This design comes from an exercise in tuning for small area on the open sky130 flow, not from production work.
In this exercise RTL edits were held to simulation tests only and were not proved equivalent to the original.
Power figures rest on the tool's default switching activity, not on a simulated workload.

## flow/config.mk

```make
export PLATFORM = sky130hd
export DESIGN_NAME = pcpu
export DESIGN_NICKNAME = pcpu
export VERILOG_FILES = /design/flow/design.v
export SDC_FILE = /design/flow/constraint.sdc
export NUM_CORES = 4
export LEC_CHECK = 0
export CAP_MARGIN = 20
export CORE_MARGIN = 2
export CORE_UTILIZATION = 40
export PLACE_DENSITY = 0.6
export SLEW_MARGIN = 20
```

## flow/constraint.sdc

```tcl
create_clock -name core_clock -period 8.0 [get_ports {clock}]
set_input_delay 1.6000 -clock core_clock [delete_from_list [all_inputs] [get_ports {clock}]]
set_output_delay 1.6000 -clock core_clock [all_outputs]
set_load 0.01 [all_outputs]
```

## flow/design.v

```verilog
`timescale 1ns / 1ps
module pcpu(
 input wire clock, enable, reset, start,
 input wire [15:0] d_datain,
 input wire [15:0] i_datain,
 output  [7:0] i_addr,
 output  [7:0] d_addr,
 output  [15:0] d_dataout,
 output  d_we
    );
reg [15:0] gr [7:0];
reg [7:0] gv;           
reg state;
reg [7:0] pc;
reg [15:8] id_hi;       
reg [7:0] id_lo;        
reg [15:8] ex_hi;
reg [7:0] ex_lo;
reg [2:0] mem_d;        
reg m_ctl, m_tk, m_ld, m_nw, m_ht;
reg [2:0] wb_d;
reg w_nw, w_ht, c1v;
reg [15:0] reg_A, reg_B, reg_C, reg_C1, smdr1;
reg nf, zf, cf_q, dw;
wire exec = state;
wire [15:0] id_ir = {id_hi, id_lo};
wire [15:0] ex_ir = {ex_hi, ex_lo};
always @(posedge clock)
  if (!reset) state <= 1'b0;
  else if (state) state <= enable & ~w_ht;
  else state <= enable & start;
assign i_addr = pc;
wire [4:0] iop = i_datain[15:11];
wire [4:0] idop = id_ir[15:11];
wire [4:0] exop = ex_ir[15:11];
wire i_rr = iop == 5'b01000 || iop == 5'b10001 || iop == 5'b01011 || iop == 5'b10111 ||
            iop == 5'b01100 || iop == 5'b01101 || iop == 5'b01111 || iop == 5'b01110;
wire i_sh = iop[4:2] == 3'b001 || iop == 5'b00011;
wire id_ld = idop == 5'b00010;
wire ex_ld = exop == 5'b00010;
wire hz2 = (id_ld && id_ir[10:8] == i_datain[6:4]) || (ex_ld && ex_ir[10:8] == i_datain[6:4]);
wire hz3 = (id_ld && id_ir[10:8] == i_datain[2:0]) || (ex_ld && ex_ir[10:8] == i_datain[2:0]);
wire stall = (i_rr && (hz2 || hz3)) || (i_sh && hz2) ||
             id_ir[15:14] == 2'b11 || ex_ir[15:14] == 2'b11;
wire taken = m_ctl & m_tk;
wire [8:0] pcc;
wire [7:0] pc_inc;
assign pcc[0] = 1'b1;
genvar pj;
generate for (pj = 0; pj < 8; pj = pj + 1) begin : g_inc
  assign pc_inc[pj] = pc[pj] ^ pcc[pj];
  assign pcc[pj+1] = pc[pj] & pcc[pj];
end endgenerate
always @(posedge clock or negedge reset)
  if (!reset) begin
    id_hi <= 8'b0;
    pc <= 8'b0;
  end else if (exec) begin
    if (stall) begin
      id_hi <= 8'b0;
    end else if (taken) begin
      id_hi <= 8'b0;
      pc <= reg_C[7:0];
    end else begin
      id_hi <= i_datain[15:8];
      pc <= pc_inc;
    end
  end
always @(posedge clock)
  if (exec) id_lo <= i_datain[7:0];
wire [2:0] r1 = id_ir[10:8], r2 = id_ir[6:4], r3 = id_ir[2:0];
wire [2:0] exd = ex_ir[10:8];
wire id_ctl = idop[4:3] == 2'b11;
wire id_jmp = idop == 5'b11000;
wire id_st = idop == 5'b00011;
wire id_a1 = (id_ctl && !id_jmp) || idop == 5'b10000 || idop == 5'b01001 || idop == 5'b10011;
wire id_imlo = id_ctl || idop == 5'b01001 || idop == 5'b10011;
wire id_imhi = idop == 5'b10000;
wire a_fw = !id_a1 && !id_ld && !id_jmp;
wire a_ex = r2 == exd;
wire a_wb = r2 == wb_d;
wire a_mm = r2 == mem_d;
wire sa_ex = exec & a_fw & a_ex;
wire sa_wb = exec & a_fw & !a_ex & a_wb;
wire sa_mm = exec & a_fw & !a_ex & !a_wb & a_mm;
wire sa_rf = exec & !id_jmp & !(a_fw & (a_ex | a_wb | a_mm));
wire [2:0] ra = id_a1 ? r1 : r2;
wire b_fw = !id_st && !id_imlo && !id_imhi;
wire b_ex = r3 == exd;
wire b_wb = r3 == wb_d;
wire b_mm = r3 == mem_d;
wire sb_ex = exec & b_fw & b_ex;
wire sb_wb = exec & b_fw & !b_ex & b_wb;
wire sb_mm = exec & b_fw & !b_ex & !b_wb & b_mm;
wire sb_rf = exec & !id_imlo & !id_imhi & !(b_fw & (b_ex | b_wb | b_mm));
wire [2:0] rb = id_st ? r1 : r3;
wire [15:0] ALUo;
reg [15:0] rfa, rfb;
integer k;
always @(*) begin
  rfa = 16'b0;
  rfb = 16'b0;
  for (k = 0; k < 8; k = k + 1) begin
    rfa = rfa | ({16{sa_rf & gv[k] & (ra == k)}} & gr[k]);
    rfb = rfb | ({16{sb_rf & gv[k] & (rb == k)}} & gr[k]);
  end
end
wire [15:0] a_nx = ({16{sa_ex}} & ALUo) | ({16{sa_wb}} & reg_C1) |
                   ({16{sa_mm}} & reg_C) | rfa;
wire [15:0] b_nx = ({16{sb_ex}} & ALUo) | ({16{sb_wb}} & reg_C1) |
                   ({16{sb_mm}} & reg_C) | rfb |
                   ({16{exec & id_imlo}} & {8'b0, id_ir[7:0]}) |
                   ({16{exec & id_imhi}} & {id_ir[7:0], 8'b0});
always @(posedge clock) begin
  reg_A <= a_nx | ({16{~exec}} & reg_A);
  reg_B <= b_nx | ({16{~exec}} & reg_B);
end
always @(posedge clock or negedge reset)
  if (!reset) ex_hi <= 8'b0;
  else if (exec) ex_hi <= id_hi;
always @(posedge clock)
  if (exec) ex_lo <= id_lo;
wire ex_ctl = exop[4:3] == 2'b11;
wire ex_ls = exop[4:1] == 4'b0001;        
wire ex_sub = exop == 5'b01011 || exop == 5'b10011 || exop == 5'b10111 || exop == 5'b01100;
wire ex_add = ex_ctl || ex_ls || exop == 5'b10000 || exop == 5'b01000 ||
              exop == 5'b01001 || exop == 5'b10001 || ex_sub;
wire ex_and = exop == 5'b01101, ex_or = exop == 5'b01111, ex_xor = exop == 5'b01110;
wire ex_shf = exop[4:2] == 3'b001;
wire ex_hold = !(ex_add || ex_and || ex_or || ex_xor || ex_shf);
wire cin = (exop == 5'b10001) ? cf_q : (exop == 5'b10111) ? ~cf_q : ex_sub;
wire [15:0] bop = ex_ls ? {12'b0, ex_ir[3:0]} : reg_B;
wire [15:0] bx = bop ^ {16{ex_sub}};
wire [15:0] p = reg_A ^ bx;
wire [15:0] g = reg_A & bx;
wire [16:0] cy;
assign cy[0] = cin;
genvar gi;
generate for (gi = 0; gi < 16; gi = gi + 1) begin : g_add
  assign cy[gi+1] = g[gi] | (p[gi] & cy[gi]);
end endgenerate
wire cout = cy[16];
wire [15:0] xx = ({16{ex_add}} & cy[15:0]) | ({16{ex_or}} & g) | ({16{ex_and}} & (reg_A | reg_B));
wire [15:0] lo = p ^ xx;
wire [3:0] sh = ex_ir[3:0];
wire sh_r = exop[1];
wire sh_f = exop[1] & exop[0] & reg_A[15];    
wire [15:0] st0, st1, st2, st3, shr;
function [15:0] shstage(input [15:0] x, input en, input r, input f, input integer d);
  integer i;
  begin
    for (i = 0; i < 16; i = i + 1)
      if (!en) shstage[i] = x[i];
      else if (!r) shstage[i] = (i >= d) ? x[i-d] : 1'b0;
      else shstage[i] = (i + d <= 15) ? x[i+d] : f;
  end
endfunction
assign st1 = shstage(reg_A, sh[0], sh_r, sh_f, 1);
assign st2 = shstage(st1, sh[1], sh_r, sh_f, 2);
assign st3 = shstage(st2, sh[2], sh_r, sh_f, 4);
assign shr = shstage(st3, sh[3], sh_r, sh_f, 8);
wire [3:0] shi = (exop[1] ^ exop[0]) ? sh - 4'b0001 : ~sh;
wire shc = reg_A[shi];
assign ALUo = ({16{ex_add | ex_and | ex_or | ex_xor}} & lo) |
              ({16{ex_shf}} & shr) |
              ({16{ex_hold}} & reg_C);
reg cf;
always @(*)
  if (exop == 5'b01000) cf = p[15] ^ cout;
  else if (exop == 5'b10000 || exop == 5'b01001 || exop == 5'b10001) cf = cout;
  else if (ex_sub) cf = ~cout;
  else if (ex_and || ex_or || ex_xor) cf = 1'b0;
  else if (ex_shf) cf = shc;
  else cf = cf_q;
reg cond;
always @(*)
  case (exop[2:0])
    3'b000, 3'b001: cond = 1'b1;
    3'b010: cond = zf;
    3'b011: cond = ~zf;
    3'b100: cond = nf;
    3'b101: cond = ~nf;
    3'b110: cond = cf_q;
    default: cond = ~cf_q;
  endcase
always @(posedge clock or negedge reset)
  if (!reset) begin
    reg_C <= 16'b0;
    cf_q <= 1'b0;
    dw <= 1'b0;
    mem_d <= 3'b0;
    m_ctl <= 1'b0; m_tk <= 1'b0; m_ld <= 1'b0; m_nw <= 1'b0; m_ht <= 1'b0;
  end else if (exec) begin
    reg_C <= ALUo;
    cf_q <= cf;
    dw <= exop == 5'b00011;
    mem_d <= exd;
    m_ctl <= ex_ctl;
    m_tk <= cond;
    m_ld <= ex_ld;
    m_nw <= exop == 5'b00011 || exop == 5'b01100;
    m_ht <= exop == 5'b00001;
  end
always @(posedge clock) if (exec) begin
  smdr1 <= reg_B;
  if (!ex_ctl && !ex_ld && exop != 5'b00011) begin
    zf <= ALUo == 16'b0;
    nf <= ALUo[15];
  end
end
assign d_dataout = smdr1;
assign d_we = dw;
assign d_addr = reg_C[7:0];
always @(posedge clock or negedge reset)
  if (!reset) begin
    wb_d <= 3'b0;
    w_nw <= 1'b0;
    w_ht <= 1'b0;
    c1v <= 1'b0;
  end else if (exec) begin
    wb_d <= mem_d;
    w_nw <= m_ctl | m_nw;
    w_ht <= !m_ctl & m_ht;
    c1v <= 1'b1;
  end
always @(posedge clock)
  if (exec) begin
    if (m_ld) reg_C1 <= d_datain;
    else if (!m_ctl) reg_C1 <= reg_C;
  end
always @(posedge clock or negedge reset)
  if (!reset) gv <= 8'b0;
  else if (exec && !w_nw) gv[wb_d] <= c1v;
always @(posedge clock)
  if (exec && !w_nw) gr[wb_d] <= reg_C1;
endmodule
```

## flow/run.sh

```bash
#!/bin/bash
# synth_recipe.tcl (not shown) runs the flow's synth.tcl, then flattens the netlist and writes it again
# the make line also repeats each setting of config.mk as NAME=value (left out here)
make -C /OpenROAD-flow-scripts/flow DESIGN_CONFIG=/design/flow/config.mk WORK_HOME=/design/flow/orfs CLKGATE_MAP_FILE= SYNTH_SCRIPT=/design/flow/synth_recipe.tcl finish
```

==> results of run 1 <==
## worst max-delay path, stage by stage, from the launching register on
cell	delay [ns]
sky130_fd_sc_hd__dfrtp_2	0.35
sky130_fd_sc_hd__buf_4	0.50
sky130_fd_sc_hd__ha_1	0.68
sky130_fd_sc_hd__mux2_4	0.29
sky130_fd_sc_hd__a22o_1	0.13
sky130_fd_sc_hd__buf_4	0.36
sky130_fd_sc_hd__xnor2_1	0.13
sky130_fd_sc_hd__ha_1	0.35
sky130_fd_sc_hd__a21o_1	0.20
sky130_fd_sc_hd__a21oi_1	0.38
sky130_fd_sc_hd__nand2_1	0.22
sky130_fd_sc_hd__a2111oi_2	0.44
sky130_fd_sc_hd__nor3_1	0.14
sky130_fd_sc_hd__nor4_4	0.37
sky130_fd_sc_hd__and4_1	0.24
sky130_fd_sc_hd__nand4_1	0.11
sky130_fd_sc_hd__nor3_2	0.16
## path summary, 6_finish.rpt
kind | slack [ns] | to | depth (start not counted) | from
min | 0.46 | state | 1 | w_ht
max | 2.78 | zf | 16 | ex_hi[12]
max in group asynchronous | 6.08 | m_ld | 2 | reset
min reg2reg | 0.46 | state | 1 | w_ht
min in group asynchronous | 0.85 | gv[4] | 1 | reset
max reg2reg | 2.78 | zf | 16 | ex_hi[12]
## power by group through the flow
stage | logic [mW] | clock network [mW] | registers (mW)
global placement | 2.36 | 0 | 2.31
CTS | 2.39 | 1.40 | 2.29
detailed placement | 2.38 | 0 | 2.31
finish | 2.43 | 1.38 | 2.31
floorplan | 1.84 | 0 | 1.97
global route | 2.65 | 1.46 | 2.34
## state kept, by name, summed over array words and instances (netlist names), 16 cells and up
| signal | cells |
|---|---|
| gr | 128 |
| reg_A | 16 |
| reg_B | 16 |
| reg_C | 16 |
| reg_C1 | 16 |
| smdr1 | 16 |
## synthesized netlist by cell type (all sizes together), types with 15 or more instances
cell | n | area (sq um)
a21oi | 84 | 427.9
a221oi | 23 | 214.0
ha | 31 | 387.9
and4 | 16 | 140.1
nand2b | 20 | 125.1
a211oi | 26 | 210.2
nand4 | 20 | 125.1
mux2 | 37 | 420.4
a22oi | 32 | 254.0
edfxtp | 174 | 5225
nor3 | 36 | 195.2
nand2 | 148 | 555.5
nand3 | 31 | 165.2
clkbuf | 71 | 267.8
o21ai | 59 | 295.3
a222oi | 63 | 630.6
and3 | 35 | 219.0
nor2 | 130 | 498.0
o2111ai | 17 | 148.9
dfxtp | 33 | 660.6
nor2b | 15 | 96.34
inv | 24 | 90.08
dfrtp | 64 | 1602
mux2i | 38 | 380.4
xnor2 | 47 | 411.6
a22o | 32 | 280.3
buf | 66 | 374.1
## metrics by stage
stage	worst slack [ns]	util (%)
after floorplan	2.995	-
after global placement	2.957	43.02
after detailed placement	2.899	43.02
after CTS	2.853	45.49
after global routing	2.340	45.49
final	2.780	45.49
## cell families after synthesis
family                   after synthesis  synth area share (%)
XOR/XNOR                              50                 2.707
AO/OA/AOI/OAI                        468                 22.29
multiplexers                          82                 5.925
adder cells (fa/ha/maj)               31                 2.398
buffers and inverters                162                 4.548
AND/OR/NAND/NOR                      508                 15.85
flip-flops                           271                 46.29
## metal layers
layer | vias to the layer above | GRT usage (%)
met2 | 764 | 43.58
met5 | - | 0
met1 | 6689 | 36.57
met4 | 0 | 11.46
li1 | 6121 | -
met3 | 174 | 4.438
## layout make-up
class	instances	area (sq um)	share of cell area [%]
multi-input combinational	1139	8000	44.16
clock buffer	37	798.3	4.406
sequential	271	7493	41.36
timing repair buffer	96	888.4	4.904
tap	525	656.9	3.626
inverter	25	93.84	0.5180
clock inverter	19	185.2	1.022
## placed cells by master, fill, tap and decap left out, types with 30 or more instances in the layout
cell / synthesis / routed
sky130_fd_sc_hd__mux2_2: 34 / 34
sky130_fd_sc_hd__nor2_1: 126 / 125
sky130_fd_sc_hd__a22o_1: 32 / 32
sky130_fd_sc_hd__a222oi_1: 63 / 63
sky130_fd_sc_hd__clkdlybuf4s50_1: 0 / 67
sky130_fd_sc_hd__dfxtp_1: 33 / 32
sky130_fd_sc_hd__o21ai_0: 54 / 54
sky130_fd_sc_hd__a22oi_1: 31 / 31
sky130_fd_sc_hd__nand2_1: 148 / 148
sky130_fd_sc_hd__a21oi_1: 82 / 81
sky130_fd_sc_hd__edfxtp_1: 174 / 174
sky130_fd_sc_hd__ha_1: 31 / 31
sky130_fd_sc_hd__and3_1: 35 / 35
sky130_fd_sc_hd__mux2i_1: 38 / 38
sky130_fd_sc_hd__clkbuf_16: 0 / 31
sky130_fd_sc_hd__dfrtp_1: 64 / 62
sky130_fd_sc_hd__nor3_1: 33 / 30
sky130_fd_sc_hd__xnor2_1: 47 / 47
==> load_flow_metrics.sql, run 1 <==
INSERT INTO impl_metrics (metric_group, metric, value, unit) VALUES
('power', 'p_leak', '6.347', 'nW'),
('synthesis', 'yosysSeqAreaShare', '46.29', '%'),
('flow_run', 'max_cap_viol_count', '0', ''),
('floorplan', 'coreArea', '39820', 'sq um'),
('power', 'seq_power_share', '37.8', '%'),
('layout', 'areaGrowthSynthToFinish', '12.00', '%'),
('sta', 'fin_crit', '5.220', 'ns'),
('layout', 'filler_cell_count', '3782', ''),
('critical_path', 'crit_fanout', '53', ''),
('sta', 'final_report_hold_violation_count', '0', ''),
('cts', 'cts-htree-levels', '1', ''),
('synthesis', 'synth.cell_area', '16180', 'sq um'),
('synthesis', 'syn-mean-instance-area', '10.29', 'sq um'),
('detailed_routing', 'route.met2.wl', '26.25', 'mm'),
('grt', 'antenna_found_initial', '1', ''),
('floorplan', 'io-pin-count', '69', ''),
('power', 'power.density', '337.9', 'nW/um^2'),
('sta', 'report.final.slew_viol_count', '0', ''),
('placed_design', 'port_buffers', '68', ''),
('sta', 'holdWs', '0.4597', 'ns'),
('power', 'power.net_switching', '2.542', 'mW'),
('cts', 'cts_max_path_buffers', '3', ''),
('cts', 'clock-root-buffer', 'sky130_fd_sc_hd__clkbuf_16', ''),
('grt', 'first_global_vias', '13330', ''),
('cts', 'clock_insertion_delay_worst_skew', '0.57', 'ns'),
('layout', 'num-nets-final', '1630', ''),
('placed_design', 'place.gp.congestion', '0.9493', ''),
('grt', 'grt_start_max_net_pins', '62', ''),
('detailed_routing', 'wirelength', '57.50', 'mm'),
('detailed_routing', 'drc_errors', '0', ''),
('layout', 'post_route_cell_area', '18120', 'sq um'),
('power', 'internal-power', '3.579', 'mW'),
('sta', 'setup_total_negative_slack', '0', 'ns'),
('cts', 'post-cts-setup-buffer-count', '0', ''),
('critical_path', 'critPathRequiredTime', '8.41', 'ns'),
('sta', 'clock-skew-final', '0.01217', 'ns'),
('critical_path', 'worstSetupStartpointType', 'register', ''),
('layout', 'antenna-diode-count', '0', ''),
('detailed_routing', 'drt_first_iter_violations', '2002', ''),
('cts', 'tritoncts_clock_tree', 'yes', ''),
('placed_design', 'post-dp-hpwl', '40.12', 'mm'),
('sta', 'setup_viol', '0', ''),
('sta', 'timing.slew.headroom', '27.60', '%'),
('floorplan', 'std_cell_rows', '73', ''),
('grt', 'wire_length_of_the_first_global_routing_pass', '85.65', 'mm'),
('critical_path', 'timing_worst_setup_path_type', 'register to register', ''),
('synthesis', 'postSynth.topFlopCell', 'sky130_fd_sc_hd__edfxtp_1', ''),
('critical_path', 'critPathCaptureType', 'register', ''),
('detailed_routing', 'detailroute.wirelength.met3', '4.940', 'mm'),
('power', 'combPwrFrac', '39.7', '%'),
('detailed_routing', 'topRoutingLayerUsed', 'met4', ''),
('floorplan', 'chipHeight', '205.1', 'microns'),
('detailed_routing', 'vias', '13750', ''),
('sta', 'finalCritPeriodShare', '65.25', '%'),
('synthesis', 'synthesis.instances', '1572', ''),
('power', 'swShare', '41.53', '%'),
('grt', 'grt-ovfl-total', '0', ''),
('cts', 'cts_made_buffers', '30', ''),
('layout', 'layout-drive-gt1-share', '10.33', '%'),
('detailed_routing', 'vias_per_cell', '6.509', ''),
('min_path', 'min_path_type', 'register to register', ''),
('detailed_routing', 'route.layer.met1.wl', '23.72', 'mm'),
('outcome', 'run_status', 'no timing/DRC/antenna violations', ''),
('floorplan', 'initial_core_util', '40.62', '%'),
('synthesis', 'edff_count_synth', '174', ''),
('power', 'design_power_total', '6.121', 'mW'),
('floorplan', 'die_area', '42060', 'sq um'),
('sta', 'unrepaired_setup_endpoints_after_global_routing', 'no', ''),
('synthesis', 'synthesis.yosys.warnings', '1', ''),
('layout', 'fin_cells', '2112', ''),
('power', 'ir_worst_vdd', '158.8', 'uV');
==> inputs of run 2 (changes only) <==
--- a/flow/design.v
+++ b/flow/design.v
@@ -19,3 +19,3 @@
 reg [2:0] mem_d;        
-reg m_ctl, m_tk, m_ld, m_nw, m_ht;
+reg m_ctl, m_a, m_b;
 reg [2:0] wb_d;
@@ -44,3 +44,4 @@
              id_ir[15:14] == 2'b11 || ex_ir[15:14] == 2'b11;
-wire taken = m_ctl & m_tk;
+wire taken = m_ctl & m_a;
+wire m_ld = !m_ctl & !m_a & m_b;
 wire [8:0] pcc;
@@ -163,5 +164,5 @@
 wire shc = reg_A[shi];
-assign ALUo = ({16{ex_add | ex_and | ex_or | ex_xor}} & lo) |
-              ({16{ex_shf}} & shr) |
-              ({16{ex_hold}} & reg_C);
+assign ALUo = ({16{exec & (ex_add | ex_and | ex_or | ex_xor)}} & lo) |
+              ({16{exec & ex_shf}} & shr) |
+              ({16{~exec | ex_hold}} & reg_C);
 reg cf;
@@ -191,5 +192,6 @@
     mem_d <= 3'b0;
-    m_ctl <= 1'b0; m_tk <= 1'b0; m_ld <= 1'b0; m_nw <= 1'b0; m_ht <= 1'b0;
-  end else if (exec) begin
+    m_ctl <= 1'b0; m_a <= 1'b0; m_b <= 1'b0;
+  end else begin
     reg_C <= ALUo;
+    if (exec) begin
     cf_q <= cf;
@@ -198,6 +200,5 @@
     m_ctl <= ex_ctl;
-    m_tk <= cond;
-    m_ld <= ex_ld;
-    m_nw <= exop == 5'b00011 || exop == 5'b01100;
-    m_ht <= exop == 5'b00001;
+    m_a <= ex_ctl ? cond : (exop == 5'b00011 || exop == 5'b01100 || exop == 5'b00001);
+    m_b <= !ex_ctl && (ex_ld || exop == 5'b00001);
+    end
   end
@@ -221,4 +222,4 @@
     wb_d <= mem_d;
-    w_nw <= m_ctl | m_nw;
-    w_ht <= !m_ctl & m_ht;
+    w_nw <= m_ctl | (m_a & !m_b);
+    w_ht <= !m_ctl & m_a & m_b;
     c1v <= 1'b1;
==> flow/flow/run.sh (new file) <==
#!/bin/bash
# Own layout flow: the standard flow (standard.sh, the ORFS make flow with
# the standard flow's config.mk and knobs) with two changes:
#  - synthesis is synth_recipe.tcl unchanged except that ABC maps the logic with
#    an area-oriented script (flow/area.abc); every Yosys step that creates or
#    names registers is the standard one, so the registers are the standard
#    synthesis's, by name and cell;
#  - the port buffers that global placement inserts are the smallest buffer;
#  - clock tree synthesis uses clkbuf_4 in clusters of up to 8 sinks (50 um) and
#    inserts no dummy loads.
# Each tool's full output goes to the ORFS logs under orfs/logs and to
# own_flow.log in the work folder.
set -euo pipefail
W=$(pwd)
F=$W/flow
export OWN_ABC_SCRIPT=$F/area.abc
cat > $W/own_synth.tcl <<EOT
proc abc {args} {
  set i [lsearch -exact \$args -script]
  if {\$i >= 0} { lset args [expr {\$i + 1}] \$::env(OWN_ABC_SCRIPT) }
  yosys abc {*}\$args
}
source $W/synth_recipe.tcl
EOT
grep -q "SYNTH_SCRIPT=" standard.sh
sed -e "s#SYNTH_SCRIPT=[^ ]*#SYNTH_SCRIPT=$W/own_synth.tcl 'BUFFER_PORTS_ARGS=-buffer_cell sky130_fd_sc_hd__buf_1' 'CTS_ARGS=-sink_clustering_enable -repair_clock_nets -dont_use_dummy_load -buf_list sky130_fd_sc_hd__clkbuf_4 -sink_clustering_size 8 -sink_clustering_max_diameter 50'#" \
  standard.sh > $W/own_standard.sh
bash $W/own_standard.sh finish > $W/own_flow.log 2>&1
test -s $W/out/final.def
==> flow/flow/area.abc (new file) <==
&get -n
&st
&syn4
&dch
&nf -R 2000
&put
==> flow/standard.sh (new file) <==
#!/bin/bash
# synth_recipe.tcl (not shown) runs the flow's synth.tcl, then flattens the netlist and writes it again
# the make line also repeats each setting of config.mk as NAME=value (left out here)
make -C /OpenROAD-flow-scripts/flow DESIGN_CONFIG=/design/flow/config.mk WORK_HOME=/design/flow/orfs CLKGATE_MAP_FILE= SYNTH_SCRIPT=/design/flow/synth_recipe.tcl "${@:-finish}"
removed: flow/run.sh
==> load_flow_metrics.sql, run 2 <==
INSERT INTO impl_metrics (metric_group, metric, value, unit) VALUES
('outcome', 'run_status', 'no timing/DRC/antenna violations', ''),
('layout', 'final_cell_mix', 'sky130_fd_sc_hd__edfxtp_1 (174), sky130_fd_sc_hd__nor2_1 (137), sky130_fd_sc_hd__nand2_1 (116)', ''),
('detailed_routing', 'antenna_violating_nets_post_route', '0', ''),
('critical_path', 'critPathRequiredTime', '8.41', 'ns'),
('sta', 'achievable-frequency', '149.3', 'MHz'),
('grt', 'grt-ovfl-total', '0', ''),
('critical_path', 'timing.critical_path.buf_inv', '2', ''),
('synthesis', 'yosysTopAreaCell', 'sky130_fd_sc_hd__edfxtp_1', ''),
('floorplan', 'std_cell_rows', '67', ''),
('synthesis', 'yosys.cell_count.top_type', 'sky130_fd_sc_hd__edfxtp_1', ''),
('critical_path', 'critical-path-top-delay-family', 'compound AO/OA/AOI/OAI gates', ''),
('min_path', 'min_path_type', 'register to register', ''),
('synthesis', 'synth.cells.most_frequent', 'sky130_fd_sc_hd__edfxtp_1 (174), sky130_fd_sc_hd__nor2_1 (139), sky130_fd_sc_hd__nand2_1 (116)', ''),
('sta', 'postLayoutSetupSlackWorst', '1.303', 'ns'),
('detailed_routing', 'vias', '11970', ''),
('synthesis', 'postSynth.topFlopCell', 'sky130_fd_sc_hd__edfxtp_1', ''),
('critical_path', 'critPathCaptureType', 'register', ''),
('critical_path', 'crit_top_cell', 'sky130_fd_sc_hd__a21o_1', ''),
('synthesis', 'synthesis.instances', '1209', ''),
('sta', 'setup_total_negative_slack', '0', 'ns'),
('floorplan', 'die_w', '188.5', 'microns'),
('detailed_routing', 'vias_per_cell', '6.719', ''),
('cts', 'cts_max_path_buffers', '3', ''),
('sta', 'clock-skew-final', '0.06123', 'ns'),
('cts', 'cts_resized', '0', ''),
('cts', 'cts.sinks', '269', ''),
('sta', 'report.final.slew_viol_count', '0', ''),
('sta', 'timing.slew.headroom', '20.92', '%'),
('placed_design', 'place.gp.congestion', '0.9305', ''),
('grt', 'wire_length_of_the_first_global_routing_pass', '71.77', 'mm'),
('sta', 'fin_crit', '6.697', 'ns'),
('critical_path', 'timing.critical_path.slowest_cell_delay', '0.51', 'ns'),
('power', 'power.density', '294.6', 'nW/um^2'),
('grt', 'first_global_vias', '11460', ''),
('sta', 'finalCritPeriodShare', '83.71', '%'),
('critical_path', 'worstSetupStartpointType', 'register', ''),
('detailed_routing', 'drc_errors', '0', ''),
('cts', 'clock_insertion_delay_worst_skew', '0.68', 'ns'),
('cts', 'tritoncts_clock_tree', 'yes', ''),
('layout', 'largest_register', 'gr', ''),
('cts', 'cts_made_buffers', '42', ''),
('placed_design', 'preCtsSetupSlack', '1.399', 'ns'),
('synthesis', 'synth_async_sr_flop_share', '23.05', '%'),
('synthesis', 'syn-mean-instance-area', '11.26', 'sq um'),
('detailed_routing', 'wl_per_cell', '27.44', 'microns'),
('cts', 'post-cts-setup-buffer-count', '0', ''),
('sta', 'unrepaired_setup_endpoints_after_global_routing', 'no', ''),
('cts', 'clock-root-buffer', 'sky130_fd_sc_hd__clkbuf_4', ''),
('cts', 'cts-htree-levels', '2', ''),
('critical_path', 'timing_worst_setup_path_type', 'register to register', ''),
('power', 'p_leak', '5.162', 'nW'),
('detailed_routing', 'drt_pre_antenna_iters', '11', ''),
('critical_path', 'crit_path_top_delay_cell', 'sky130_fd_sc_hd__ha_1', ''),
('grt', 'globalRouteTotalUtil', '26.86', '%'),
('floorplan', 'die_area', '35520', 'sq um'),
('critical_path', 'crit_fanout', '28', ''),
('detailed_routing', 'wirelength', '48.89', 'mm'),
('grt', 'grt_start_max_net_pins', '64', ''),
('layout', 'areaGrowthSynthToFinish', '9.432', '%'),
('placed_design', 'port_buffers', '68', ''),
('layout', 'filler_cell_count', '3192', ''),
('sta', 'setup_viol', '0', ''),
('cts', 'cts_hold_bufs', '0', ''),
('synthesis', 'yosysSeqAreaShare', '54.64', '%'),
('floorplan', 'initial_core_util', '40.59', '%'),
('synthesis', 'edff_count_synth', '174', ''),
('cts', 'worst_setup_hold_path_clk_slew', '0.09', 'ns'),
('sta', 'holdWs', '0.4525', 'ns'),
('grt', 'antenna_found_initial', '2', ''),
('layout', 'commonest_non_fill_non_tap_cell_in_the_layout', 'sky130_fd_sc_hd__edfxtp_1', ''),
('power', 'ir_worst_vdd', '101.9', 'uV'),
('synthesis', 'mapped_nets', '1276', ''),
('synthesis', 'synth.cell_area', '13610', 'sq um'),
('detailed_routing', 'drt_first_iter_violations', '2367', ''),
('placed_design', 'placedCellCount', '1738', ''),
('layout', 'layout-drive-gt1-share', '5.480', '%'),
('sta', 'worst_pin_slew', '1.174', 'ns'),
('synthesis', 'synthesis.yosys.warnings', '1', ''),
('placed_design', 'post-dp-hpwl', '32.73', 'mm'),
('layout', 'num-nets-final', '1401', ''),
('layout', 'largest_reg_flops', '128', ''),
('critical_path', 'arrival', '7.10', 'ns'),
('floorplan', 'io-pin-count', '69', ''),
('layout', 'fin_cells', '1782', ''),
('synthesis', 'synthDominantCellAreaShare', '38.39', '%'),
('power', 'design_power_total', '4.387', 'mW'),
('synthesis', 'synth_cell_types', '51', ''),
('sta', 'final_report_hold_violation_count', '0', ''),
('floorplan', 'chipHeight', '188.5', 'microns'),
('synthesis', 'yosys_register_bits', '269', ''),
('flow_run', 'max_cap_viol_count', '0', ''),
('floorplan', 'coreArea', '33530', 'sq um'),
('synthesis', 'synth.top_cells.by_area', 'sky130_fd_sc_hd__edfxtp_1 (38%), sky130_fd_sc_hd__dfrtp_1 (11%), sky130_fd_sc_hd__a222oi_1 (7.9%), sky130_fd_sc_hd__dfxtp_1 (4.9%), sky130_fd_sc_hd__nor2_1 (3.8%)', '');
-- run 2: changes by cell type after synthesis, sizes merged, moves of 36 or more --
cell	change
clkbuf	-71
buf	-58
a222oi	+45
a21oi	-42
o22ai	+36
-- run 2: metrics by stage --
stage | cell area (sq um) | utilization [%]
finish | 14890 | 44.42
floorplan | 13610 | -
detailed placement | 14570 | 43.46
CTS | 14890 | 44.40
global placement | 14570 | 43.46
global route | 14890 | 44.41
-- run 2: kinds of logic after synthesis --
group                    count (synthesis)  share of synthesized area [%]
AO/OA/AOI/OAI                          361                          20.62
XOR/XNOR                                58                          3.732
adder cells (fa/ha/maj)                 31                          2.850
buffers and inverters                   31                          1.076
flip-flops                             269                          54.64
multiplexers                            31                          2.510
AND/OR/NAND/NOR                        428                          14.57
-- run 2: layout make-up --
class / count / area, sq um / area share, %
flip-flops and latches: 269 / 7438 / 49.94
multi-input cells: 909 / 6075 / 40.78
well taps: 448 / 560.5 / 3.763
repair buffers: 89 / 414.1 / 2.781
clock buffers: 42 / 315.3 / 2.117
inverters: 23 / 86.33 / 0.5796
diodes: 2 / 5.005 / 0.03360
-- run 2: report_power, final --
part,internal (mW),switching (mW)
Combinational,0.639,0.873
Clock,0.240,0.460
Sequential,1.73,0.450
-- run 2: worst paths after layout --
path / slack [ns] / endpoint / cells after the start / startpoint
max: 1.30 / zf / 32 / ex_hi[12]
min: 0.45 / state / 1 / w_ht
max reg2reg: 1.30 / zf / 32 / ex_hi[12]
min reg2reg: 0.45 / state / 1 / w_ht
max in group asynchronous: 6.22 / reg_C[2] / 2 / reset
min in group asynchronous: 1.12 / wb_d[2] / 2 / reset
-- run 2: layer usage --
| metal | track usage, % | part of all wire, % |
|---|---|---|
| met5 | 0 | 0.033 |
| met4 | 13.55 | 4.8 |
| met3 | 5.476 | 11 |
| met2 | 40.47 | 43 |
| met1 | 36.84 | 40 |
==> inputs of run 3 (changes only) <==
--- a/flow/design.v
+++ b/flow/design.v
@@ -226,10 +226,14 @@
   end
-always @(posedge clock)
-  if (exec) begin
-    if (m_ld) reg_C1 <= d_datain;
-    else if (!m_ctl) reg_C1 <= reg_C;
-  end
-always @(posedge clock or negedge reset)
-  if (!reset) gv <= 8'b0;
-  else if (exec && !w_nw) gv[wb_d] <= c1v;
+wire c1_ld = exec & m_ld;
+wire c1_c = exec & !m_ctl & !m_ld;
+always @(posedge clock)
+  reg_C1 <= ({16{c1_ld}} & d_datain) | ({16{c1_c}} & reg_C) |
+            ({16{!(c1_ld | c1_c)}} & reg_C1);
+wire gwe = exec & !w_nw;
+genvar gj;
+generate for (gj = 0; gj < 8; gj = gj + 1) begin : g_gv
+  always @(posedge clock or negedge reset)
+    if (!reset) gv[gj] <= 1'b0;
+    else if (gwe && c1v && wb_d == gj) gv[gj] <= 1'b1;
+end endgenerate
 always @(posedge clock)
==> load_flow_metrics.sql, run 3 <==
INSERT INTO impl_metrics (metric_group, metric, value, unit) VALUES
('outcome', 'run_status', 'no timing/DRC/antenna violations', ''),
('floorplan', 'std_cell_rows', '66', ''),
('layout', 'num-nets-final', '1379', ''),
('critical_path', 'timing_worst_setup_path_type', 'register to register', ''),
('layout', 'final_cell_mix', 'sky130_fd_sc_hd__edfxtp_1 (158), sky130_fd_sc_hd__nand2_1 (141), sky130_fd_sc_hd__nor2_1 (123)', ''),
('cts', 'cts_made_buffers', '42', ''),
('placed_design', 'post-dp-hpwl', '32.37', 'mm'),
('sta', 'finalCritPeriodShare', '86.53', '%'),
('critical_path', 'critPathRequiredTime', '8.34', 'ns'),
('cts', 'tritoncts_clock_tree', 'yes', ''),
('layout', 'areaGrowthSynthToFinish', '9.452', '%'),
('synthesis', 'synth_cell_types', '53', ''),
('floorplan', 'chipHeight', '186.6', 'microns'),
('synthesis', 'synthDominantCellAreaShare', '35.56', '%'),
('grt', 'first_global_vias', '11580', ''),
('power', 'p_leak', '5.280', 'nW'),
('detailed_routing', 'vias', '11890', ''),
('floorplan', 'initial_core_util', '40.81', '%'),
('placed_design', 'place.gp.congestion', '0.9336', ''),
('critical_path', 'crit_fanout', '28', ''),
('cts', 'cts_hold_bufs', '0', ''),
('cts', 'cts_resized', '0', ''),
('sta', 'achievable-frequency', '144.5', 'MHz'),
('layout', 'commonest_non_fill_non_tap_cell_in_the_layout', 'sky130_fd_sc_hd__edfxtp_1', ''),
('sta', 'timing.slew.headroom', '20.08', '%'),
('placed_design', 'port_buffers', '68', ''),
('synthesis', 'synth_async_sr_flop_share', '23.05', '%'),
('layout', 'filler_cell_count', '3165', ''),
('synthesis', 'edff_count_synth', '158', ''),
('cts', 'post-cts-setup-buffer-count', '0', ''),
('synthesis', 'synthesis.yosys.warnings', '1', ''),
('synthesis', 'mapped_nets', '1255', ''),
('synthesis', 'synthesis.instances', '1192', ''),
('critical_path', 'timing.critical_path.buf_inv', '2', ''),
('synthesis', 'postSynth.topFlopCell', 'sky130_fd_sc_hd__edfxtp_1', ''),
('synthesis', 'synth.top_cells.by_area', 'sky130_fd_sc_hd__edfxtp_1 (36%), sky130_fd_sc_hd__dfrtp_1 (12%), sky130_fd_sc_hd__a222oi_1 (7.4%), sky130_fd_sc_hd__dfxtp_1 (7.4%), sky130_fd_sc_hd__nand2_1 (4.0%)', ''),
('floorplan', 'coreArea', '32700', 'sq um'),
('grt', 'grt_start_max_net_pins', '64', ''),
('sta', 'worst_pin_slew', '1.199', 'ns'),
('detailed_routing', 'drt_pre_antenna_iters', '12', ''),
('critical_path', 'crit_path_top_delay_cell', 'sky130_fd_sc_hd__o21ai_0', ''),
('detailed_routing', 'antenna_violating_nets_post_route', '0', ''),
('sta', 'fin_crit', '6.922', 'ns'),
('grt', 'grt-ovfl-total', '0', ''),
('layout', 'layout-drive-gt1-share', '5.556', '%'),
('floorplan', 'die_area', '34840', 'sq um'),
('sta', 'unrepaired_setup_endpoints_after_global_routing', 'no', ''),
('floorplan', 'die_w', '186.6', 'microns'),
('cts', 'worst_setup_hold_path_clk_slew', '0.09', 'ns'),
('layout', 'largest_register', 'gr', ''),
('critical_path', 'worstSetupStartpointType', 'register', ''),
('detailed_routing', 'wl_per_cell', '28.27', 'microns'),
('detailed_routing', 'drc_errors', '0', ''),
('power', 'ir_worst_vdd', '112.5', 'uV'),
('cts', 'clock-root-buffer', 'sky130_fd_sc_hd__clkbuf_4', ''),
('synthesis', 'yosys.cell_count.top_type', 'sky130_fd_sc_hd__edfxtp_1', ''),
('cts', 'cts_max_path_buffers', '3', ''),
('cts', 'clock_insertion_delay_worst_skew', '0.71', 'ns'),
('critical_path', 'timing.critical_path.slowest_cell_delay', '0.69', 'ns'),
('synthesis', 'yosysSeqAreaShare', '54.53', '%'),
('sta', 'clock-skew-final', '0.1480', 'ns'),
('detailed_routing', 'drt_first_iter_violations', '2176', ''),
('flow_run', 'max_cap_viol_count', '0', ''),
('floorplan', 'io-pin-count', '69', ''),
('cts', 'cts.sinks', '269', ''),
('layout', 'largest_reg_flops', '128', ''),
('synthesis', 'yosys_register_bits', '269', ''),
('sta', 'report.final.slew_viol_count', '0', ''),
('power', 'design_power_total', '4.515', 'mW'),
('min_path', 'min_path_type', 'register to register', ''),
('critical_path', 'critPathCaptureType', 'register', ''),
('synthesis', 'synth.cell_area', '13340', 'sq um'),
('sta', 'setup_viol', '0', ''),
('grt', 'globalRouteTotalUtil', '27.87', '%'),
('synthesis', 'syn-mean-instance-area', '11.19', 'sq um'),
('grt', 'antenna_found_initial', '2', ''),
('critical_path', 'critical-path-top-delay-family', 'compound AO/OA/AOI/OAI gates', ''),
('detailed_routing', 'wirelength', '49.67', 'mm'),
('grt', 'wire_length_of_the_first_global_routing_pass', '73.47', 'mm'),
('cts', 'cts-htree-levels', '2', ''),
('sta', 'final_report_hold_violation_count', '0', ''),
('power', 'power.density', '309.1', 'nW/um^2'),
('critical_path', 'arrival', '7.26', 'ns'),
('sta', 'setup_total_negative_slack', '0', 'ns'),
('critical_path', 'crit_top_cell', 'sky130_fd_sc_hd__a21o_1', ''),
('synthesis', 'yosysTopAreaCell', 'sky130_fd_sc_hd__edfxtp_1', ''),
('detailed_routing', 'vias_per_cell', '6.764', ''),
('synthesis', 'synth.cells.most_frequent', 'sky130_fd_sc_hd__edfxtp_1 (158), sky130_fd_sc_hd__nand2_1 (141), sky130_fd_sc_hd__nor2_1 (125)', '');
==> run 3: changes by cell type after synthesis, moves of 13 or more <==
cell,change
sky130_fd_sc_hd__a21oi_1,-17
sky130_fd_sc_hd__a221o_1,+19
sky130_fd_sc_hd__a22oi_1,+19
sky130_fd_sc_hd__dfxtp_1,+16
sky130_fd_sc_hd__edfxtp_1,-16
sky130_fd_sc_hd__mux2_1,-13
sky130_fd_sc_hd__nand2_1,+25
sky130_fd_sc_hd__nor2_1,-14
==> run 3: final timing paths <==
kind,from,endpoint,slack [ns],cells after the start
max,ex_hi[12],zf,1.08,29
min,gr[1][6],reg_A[6],0.47,1
max reg2reg,ex_hi[12],zf,1.08,29
min reg2reg,gr[1][6],reg_A[6],0.47,1
max in group asynchronous,reset,reg_C[8],6.18,2
min in group asynchronous,reset,reg_C[15],1.12,2
==> run 3: where the power goes <==
| part | internal, mW | switching [mW] | leakage (nW) |
|---|---|---|---|
| Clock | 0.240 | 0.455 | 0.193 |
| Combinational | 0.610 | 0.817 | 2.44 |
| Sequential | 1.83 | 0.565 | 2.64 |
==> run 3: final cells by class <==
class,instances,area [sq um],share of cell area (%)
antenna,1,2.502,0.01713
clock buffer,42,315.3,2.159
timing repair buffer,88,406.6,2.784
multi-input combinational,899,5989,41.01
tap,442,553.0,3.787
inverter,16,60.06,0.4112
sequential,269,7278,49.83
==> run 3: stage by stage <==
step	setup slack, ns	instances	hold WS, ns	instance area, sq um	util, %
global route	0.7057	1757	0.4845	14610	44.66
global placement	1.409	1714	0.4481	14290	43.69
finish	1.078	1757	0.4682	14610	44.66
CTS	1.209	1756	0.4760	14600	44.65
floorplan	1.701	1192	0.4286	13340	-
detailed placement	1.272	1714	0.4533	14290	43.69
==> run 3: kinds of logic (layout without fill, tap and decap cells) <==
logic type	Yosys count	count (layout)	share of synthesized area, %
other cells	0	1	0
fa+ha+maj	27	27	2.532
flops	269	269	54.53
simple gates	430	430	14.81
xor+xnor	55	55	3.610
buf+inv	24	146	0.9002
compound gates	367	367	22.01
mux	20	20	1.613
==> run 3: worst register-to-register path, delay by kind of cell, from the launching register on <==
kind | cells | cell delay (ns)
flip-flops | 1 | 0.34
AO/OA/AOI/OAI | 18 | 4.14
adder cells (fa/ha/maj) | 2 | 0.79
buffers and inverters | 2 | 0.57
AND/OR/NAND/NOR | 6 | 0.68
XOR/XNOR | 1 | 0.10
==> run 3: layer usage <==
| metal | track usage (%) | wire length, microns | vias to the layer above |
|---|---|---|---|
| met4 | 13.58 | 2420 | 2 |
| met1 | 38.02 | 19910 | 5756 |
| met2 | 42.36 | 21720 | 812 |
| met5 | 0 | 13 | - |
| met3 | 5.736 | 5616 | 184 |
| li1 | - | - | 5131 |

port drivers added, routing unchanged:
How much do the figures lean on ideal ports? The routed layouts below were timed once more, with nothing changed but the port constraints. Step 1 assumes that a clkbuf_16 drives the clock port and a buf_2 every other input. Step 2 also shifts input and output timing later by t, the mid clock arrival at the registers, as if the neighbouring blocks saw the same clock. Three values: no drivers, after step 1, after step 2; two values: the first two.
run | t (ns) | setup slack, ns | worst data-port slew with drivers (ns) | pins driven straight from the clock port
run 1 | 0.617 | 2.780 / 2.780 / 2.780 | 0.05 | 1
run 2 | 0.698 | 1.303 / 1.303 / 1.303 | 0.04 | 1
run 3 | 0.687 | 1.078 / 1.078 / 1.078 | 0.04 | 1
After both steps every run listed still meets setup and hold.
